From an optimization exercise on the open Yosys and OpenROAD flow, aimed at small area, a short achievable clock period and few clock cycles; shortcuts taken in it are not production practice.
At most, simulation tests tie the RTL to the original design; equivalence was not proved.

==> job 7342 <==
## milestone1
module milestone1 (
	input  logic        CLOCK_50_I,
	input  logic        resetn,
	input  logic        ena,
	output logic        done,
	output logic [17:0] SRAM_address,
	output logic [15:0] SRAM_write_data,
	output logic        SRAM_we_n,
	input  logic [15:0] SRAM_read_data
);
Settings: LEC_CHECK=0, CAP_MARGIN=20, CORE_MARGIN=2, CORE_UTILIZATION=60, CTS_CLUSTER_DIAMETER=100, CTS_CLUSTER_SIZE=25, PLACE_DENSITY=0.7, SLEW_MARGIN=20, SYNTH_HIERARCHICAL=1, SYNTH_MINIMUM_KEEP_SIZE=0; clock period 12.0 ns.
standard.sh (not shown) runs the stock make flow with config.mk's settings and CLKGATE_MAP_FILE= SYNTH_SCRIPT=/design/flow/synth_recipe.tcl, a recipe that flattens the netlist after the stock synthesis.
==> flow/flow/run.sh <==
#!/bin/bash
# Layout flow: the standard layout (standard.sh, with config.mk's settings),
# asking its timing repairs for a larger setup margin so that they also speed up
# paths that already meet the 12 ns clock.  make's output goes to flow.log; each
# ORFS step keeps its own log under orfs/logs/.
set -euo pipefail
bash standard.sh SETUP_SLACK_MARGIN=8.7 finish > flow.log 2>&1
==> job 521 (differences from job 7342) <==
--- a/flow/design.v
+++ b/flow/design.v
@@ -5,30 +5,26 @@
 	output logic        done,
 	output logic [17:0] SRAM_address,
 	output logic [15:0] SRAM_write_data,
 	output logic        SRAM_we_n,
 	input  logic [15:0] SRAM_read_data
 );
-logic        ena_q;        
-logic        we;           
 logic        run;          
 logic        wen;          
 logic [9:0]  ph;           
 logic [15:0] n;            
 logic [6:0]  q;            
 logic        q0, q1, q2;   
 logic [16:0] waddr;        
 logic start, act, finish;
-assign start  = ena_q & ~run & ~done;
+assign start  = ena & ~run & ~done;
 assign act    = run | start;
 assign finish = run & ph[9] & (n == 16'd19200);
-assign SRAM_we_n = ~we;
 logic k157, k159, k1;      
 logic k158, k0;            
 logic sh;                  
-logic fresh;               
 logic wsel_rg, wsel_br;    
 logic [7:0]  sr [0:11];    
 logic [7:0]  pend_u, pend_v;
 logic [8:0]  fa, fb, fc;   
 logic [8:0]  ureg;         
 logic [7:0]  ylo;          
@@ -40,16 +36,15 @@
 assign ins = (ph[2] | ph[3]) ? SRAM_read_data[15:8] : ph[8] ? pend_u : pend_v;
 always_comb begin
 	win[0] = ins;
 	for (int i = 1; i < 11; i++)
 		win[i] = sr[i-1];
 end
-logic [7:0] t0, t1, t2, t3, t4, t5, t5_old;
+logic [7:0] t0, t1, t2, t3, t4, t5;
 always_comb begin
-	t5_old = k157 ? win[2] : k158 ? win[4] : k159 ? win[6] : ph[8] ? pend_u : pend_v;
-	t5 = fresh ? SRAM_read_data[15:8] : t5_old;
+	t5 = k157 ? win[2] : k158 ? win[4] : k159 ? win[6] : win[0];
 	t4 = k158 ? win[4] : k159 ? win[6] : win[2];
 	t3 = k159 ? win[6] : win[4];
 	t2 = win[6];
 	t1 = k0 ? win[6] : win[8];
 	t0 = k0 ? win[6] : k1 ? win[8] : win[10];
 end
@@ -1165,17 +1160,14 @@
 		n         <= 16'hFFFE;
 		q         <= 7'd79;
 		q0        <= 1'b0;
 		q1        <= 1'b0;
 		q2        <= 1'b0;
 		waddr     <= 17'h03E00;
-		we        <= 1'b0;
-		ena_q     <= 1'b0;
-	end else begin
-		ena_q <= ena;
-		if (act) begin
+		SRAM_we_n <= 1'b1;
+	end else if (act) begin
 		ph <= {ph[8:0], ph[9]};
 		if (start)
 			run <= 1'b1;
 		if (ph[9]) begin
 			q  <= (q == 7'd79) ? 7'd0 : q + 7'd1;
 			q0 <= (q == 7'd79);
@@ -1183,30 +1175,28 @@
 			q2 <= q1;
 		end
 		if (ph[4])
 			n <= n + 16'd1;
 		if (ph[9] & ~n[15])
 			wen <= 1'b1;
-		we <= wen & (ph[2] | ph[3] | ph[4] | ph[6] | ph[7] | ph[8]);
+		SRAM_we_n <= ~(wen & (ph[2] | ph[3] | ph[4] | ph[6] | ph[7] | ph[8]));
 		if (wen & (ph[2] | ph[3] | ph[4] | ph[6] | ph[7] | ph[8]))
 			waddr <= waddr + 17'd1;
 		if (finish) begin
 			run  <= 1'b0;
 			done <= 1'b1;
 		end
-		end
 	end
 end
 always_ff @(posedge CLOCK_50_I) begin
 	k157    <= (ph[1] | ph[2]) & q0;
 	k159    <= (ph[1] | ph[2]) & q1;
 	k1      <= (ph[1] | ph[2]) & q2;
 	k158    <= (ph[7] | ph[8]) & q0;
 	k0      <= (ph[7] | ph[8]) & q1;
 	sh      <= run & (ph[1] | ph[2] | ph[7] | ph[8]);
-	fresh   <= (ph[1] | ph[2]) & ~q0 & ~q1;
 	wsel_rg <= ph[5] | ph[1];
 	wsel_br <= ph[6] | ph[2];
 	if (ph[9])
 		SRAM_address <= 18'd38402 + {{2{n[15]}}, n};
 	else if (ph[0])
 		SRAM_address <= 18'd57602 + {{2{n[15]}}, n};
==> flow/run.sh (new file) <==
#!/bin/bash
# synth_recipe.tcl (not shown) runs the flow's synth.tcl, then flattens the netlist and writes it again
# the make line also repeats each setting of config.mk as NAME=value (left out here)
make -C /OpenROAD-flow-scripts/flow DESIGN_CONFIG=/design/flow/config.mk WORK_HOME=/design/flow/orfs CLKGATE_MAP_FILE= SYNTH_SCRIPT=/design/flow/synth_recipe.tcl finish
==> flow/config.mk (replaced) <==
export PLATFORM = sky130hd
export DESIGN_NAME = milestone1
export DESIGN_NICKNAME = milestone1
export VERILOG_FILES = /design/flow/design.v
export SDC_FILE = /design/flow/constraint.sdc
export NUM_CORES = 4
export LEC_CHECK = 0
export CAP_MARGIN = 20
export CORE_MARGIN = 2
export CORE_UTILIZATION = 40
export SLEW_MARGIN = 20
export SYNTH_HIERARCHICAL = 1
export SYNTH_MINIMUM_KEEP_SIZE = 0
removed: flow/flow/run.sh
removed: flow/standard.sh
==> summary of the runs <==
Job 7342 completed without violations. Job 521 passed the timing, design-rule and antenna checks. In job 521 the via count is smaller than in job 7342, by 3.9%. Of job 7342 and job 521, job 7342 has the higher register-to-register slack (gap 580 ps). Against job 7342, the die area of job 521 is higher by 47%. Of job 521 and job 7342, job 7342 has the higher sequential share of layout area (gap 0.21 points). Of job 7342 and job 521, job 7342 has the higher maximum frequency (gap 27%, measured against job 521). Against job 521, the global-route usage of job 7342 is higher by 9.2 points. Synthesized cell count: job 521 is lower than job 7342 (0.89%). In job 521 the first-iteration DRC count is lower than in job 7342, by 7.9%. In clock skew, job 521 and job 7342 hardly differ. Routed wire length: job 7342 is larger than job 521 (2.7%).
No run of this note included a check of the RTL's function; only the layout flow was run.


==> inputs of run a <==
milestone1, a different RTL version from the one above (not shown whole).
export LEC_CHECK = 0
export CAP_MARGIN = 20
export CORE_MARGIN = 2
export CORE_UTILIZATION = 40
export SLEW_MARGIN = 20
export SYNTH_HIERARCHICAL = 1
export SYNTH_MINIMUM_KEEP_SIZE = 0
create_clock -name core_clock -period 12.0 [get_ports {CLOCK_50_I}]
run.sh (not shown) runs the stock make flow with config.mk's settings and CLKGATE_MAP_FILE= SYNTH_SCRIPT=/design/flow/synth_recipe.tcl, a recipe that flattens the netlist after the stock synthesis.
Stock flow here: none of the scripts above is used.
==> run b (differences from run a) <==
--- a/flow/design.v
+++ b/flow/design.v
@@ -4,24 +4,25 @@
 	input  logic        ena,
 	output logic        done,
 	output logic [17:0] SRAM_address,
 	output logic [15:0] SRAM_write_data,
 	output logic        SRAM_we_n,
 	input  logic [15:0] SRAM_read_data
 );
+logic        ena_q;        
 logic        we;           
 logic        run;          
 logic        wen;          
 logic [9:0]  ph;           
 logic [15:0] n;            
 logic [6:0]  q;            
 logic        q0, q1, q2;   
 logic [16:0] waddr;        
 logic start, act, finish;
-assign start  = ena & ~run & ~done;
+assign start  = ena_q & ~run & ~done;
 assign act    = run | start;
 assign finish = run & ph[9] & (n == 16'd19200);
 assign SRAM_we_n = ~we;
 logic k157, k159, k1;      
 logic k158, k0;            
 logic sh;                  
 logic fresh;               
@@ -1228,15 +1229,18 @@
 		n         <= 16'hFFFE;
 		q         <= 7'd79;
 		q0        <= 1'b0;
 		q1        <= 1'b0;
 		q2        <= 1'b0;
 		waddr     <= 17'h03E00;
 		we        <= 1'b0;
-	end else if (act) begin
+		ena_q     <= 1'b0;
+	end else begin
+		ena_q <= ena;
+		if (act) begin
 		ph <= {ph[8:0], ph[9]};
 		if (start)
 			run <= 1'b1;
 		if (ph[9]) begin
 			q  <= (q == 7'd79) ? 7'd0 : q + 7'd1;
 			q0 <= (q == 7'd79);
 			q1 <= q0;
@@ -1249,14 +1253,15 @@
 		we <= wen & (ph[2] | ph[3] | ph[4] | ph[6] | ph[7] | ph[8]);
 		if (wen & (ph[2] | ph[3] | ph[4] | ph[6] | ph[7] | ph[8]))
 			waddr <= waddr + 17'd1;
 		if (finish) begin
 			run  <= 1'b0;
 			done <= 1'b1;
 		end
+		end
 	end
 end
 always_ff @(posedge CLOCK_50_I) begin
 	k157    <= (ph[1] | ph[2]) & q0;
 	k159    <= (ph[1] | ph[2]) & q1;
 	k1      <= (ph[1] | ph[2]) & q2;
 	k158    <= (ph[7] | ph[8]) & q0;
==> flow/flow/run.sh (new file) <==
#!/bin/bash
# Layout flow: the standard layout (standard.sh, with config.mk's settings),
# asking its timing repairs for a larger setup margin so that they also speed up
# paths that already meet the 12 ns clock.  make's output goes to flow.log; each
# ORFS step keeps its own log under orfs/logs/.
set -euo pipefail
bash standard.sh SETUP_SLACK_MARGIN=8.7 finish > flow.log 2>&1
==> flow/standard.sh (new file) <==
#!/bin/bash
# synth_recipe.tcl (not shown) runs the flow's synth.tcl, then flattens the netlist and writes it again
# the make line also repeats each setting of config.mk as NAME=value (left out here)
make -C /OpenROAD-flow-scripts/flow DESIGN_CONFIG=/design/flow/config.mk WORK_HOME=/design/flow/orfs CLKGATE_MAP_FILE= SYNTH_SCRIPT=/design/flow/synth_recipe.tcl "${@:-finish}"
- CORE_UTILIZATION: 40 -> 60
- CTS_CLUSTER_DIAMETER: unset -> 100
- CTS_CLUSTER_SIZE: unset -> 25
- PLACE_DENSITY: unset -> 0.7
removed: flow/run.sh
==> run c (differences from run a) <==
--- a/flow/design.v
+++ b/flow/design.v
@@ -4,24 +4,25 @@
 	input  logic        ena,
 	output logic        done,
 	output logic [17:0] SRAM_address,
 	output logic [15:0] SRAM_write_data,
 	output logic        SRAM_we_n,
 	input  logic [15:0] SRAM_read_data
 );
+logic        ena_q;        
 logic        we;           
 logic        run;          
 logic        wen;          
 logic [9:0]  ph;           
 logic [15:0] n;            
 logic [6:0]  q;            
 logic        q0, q1, q2;   
 logic [16:0] waddr;        
 logic start, act, finish;
-assign start  = ena & ~run & ~done;
+assign start  = ena_q & ~run & ~done;
 assign act    = run | start;
 assign finish = run & ph[9] & (n == 16'd19200);
 assign SRAM_we_n = ~we;
 logic k157, k159, k1;      
 logic k158, k0;            
 logic sh;                  
 logic fresh;               
@@ -1228,15 +1229,18 @@
 		n         <= 16'hFFFE;
 		q         <= 7'd79;
 		q0        <= 1'b0;
 		q1        <= 1'b0;
 		q2        <= 1'b0;
 		waddr     <= 17'h03E00;
 		we        <= 1'b0;
-	end else if (act) begin
+		ena_q     <= 1'b0;
+	end else begin
+		ena_q <= ena;
+		if (act) begin
 		ph <= {ph[8:0], ph[9]};
 		if (start)
 			run <= 1'b1;
 		if (ph[9]) begin
 			q  <= (q == 7'd79) ? 7'd0 : q + 7'd1;
 			q0 <= (q == 7'd79);
 			q1 <= q0;
@@ -1249,14 +1253,15 @@
 		we <= wen & (ph[2] | ph[3] | ph[4] | ph[6] | ph[7] | ph[8]);
 		if (wen & (ph[2] | ph[3] | ph[4] | ph[6] | ph[7] | ph[8]))
 			waddr <= waddr + 17'd1;
 		if (finish) begin
 			run  <= 1'b0;
 			done <= 1'b1;
 		end
+		end
 	end
 end
 always_ff @(posedge CLOCK_50_I) begin
 	k157    <= (ph[1] | ph[2]) & q0;
 	k159    <= (ph[1] | ph[2]) & q1;
 	k1      <= (ph[1] | ph[2]) & q2;
 	k158    <= (ph[7] | ph[8]) & q0;
- CORE_UTILIZATION: 40 -> 60
- CTS_CLUSTER_DIAMETER: unset -> 100
- CTS_CLUSTER_SIZE: unset -> 25
- PLACE_DENSITY: unset -> 0.7
==> comparison table <==
| quantity | run a | run c | run b |
|---|---|---|---|
| Outcome | timing/DRC/antenna clean | timing/DRC/antenna clean | timing/DRC/antenna clean |
| Simple-gate area share of the yosys netlist | 0.0739 | 0.0718 | 0.0718 |
| Worst setup endpoint | waddr[15] | SRAM_we_n | SRAM_we_n |
| Data arrival time of the critical path | 4.62 ns | 1.51 ns | 1.09 ns |
| Met1 usage in global routing | 0.245 | 0.361 | 0.367 |
| Crit path required time | 12.45 ns | 9.60 ns | 9.60 ns |
| Metal3 WL | 2120 µm | 1960 µm | 2260 µm |
| Utilization after layout | 0.454 | 0.655 | 0.671 |
| Adder-cell share of the synthesized area | 0.332 | 0.330 | 0.330 |
| Wire length of the first global-routing pass | 82600 µm | 83600 µm | 84000 µm |
| Clkbuf count | 62 | 31 | 32 |
| Met2 GRT Util | 0.290 | 0.461 | 0.468 |
| Insertion delay of the later-clocked pin in the worst-skew pair | 0.59 ns | 0.57 ns | 0.55 ns |
| Starting density of the core | 0.406 | 0.611 | 0.611 |
| Inverter count | 198 | 195 | 195 |
| Mux share of post-synthesis cell area | 0.0315 | 0.0355 | 0.0355 |
| Number of antenna violations at the first check in global routing | 0 | 0 | 2 |
| Share of cell area taken by flip-flops and latches | 0.363 | 0.378 | 0.370 |
| Non-clock buffer share | 0.0223 | 0.0234 | 0.0429 |
| Upper clock frequency limit | 0.240 GHz | 0.255 GHz | 0.286 GHz |
| Number of fill cells in the layout | 5238 | 2957 | 2893 |
Testbench counts of run b, summed over its fixed seeds: cycles 768,092.
Testbench counts of run c, summed over its fixed seeds: cycles 768,092.
Function not checked in run a: the RTL went through the layout flow alone.

==> separate check: timing with driven ports <==
Ports are ideal in the flow. The routed layouts listed here were re-timed in OpenROAD. Step 1: set_driving_cell puts a clkbuf_16 on CLOCK_50_I and a buf_2 on each other input, an assumption about the parent block. Step 2 also shifts input and output timing later by t, the mid clock arrival at the registers, as if the neighbouring blocks saw the same clock. a / b / c = ideal ports / drivers / drivers and shift; a / b = the first two.
run	shift t [ns]	setup slack, ns	hold slack, ns	worst register clock-pin slew, ns	worst data-port slew with drivers (ns)
job 7342	0.595	8.461 / 8.429 / 7.879	0.424 / 0.424 / 0.424	0.10 / 0.10	0.05
job 521	0.609	7.494 / 7.525 / 6.915	0.416 / 0.416 / 0.416	0.06 / 0.06	0.04
run a	0.629	7.829 / 7.870 / 7.241	0.415 / 0.415 / 0.415	0.07 / 0.07	0.04
run b	0.594	8.506 / 8.450 / 8.436	0.427 / 0.427 / 0.427	0.11 / 0.11	0.03
run c	0.607	8.086 / 8.027 / 8.313	0.425 / 0.425 / 0.425	0.11 / 0.11	0.04
After both steps every run listed still meets setup and hold. For run a, which loses most, drivers alone change the setup slack by +0.041 ns; drivers and shift together by -0.588 ns.
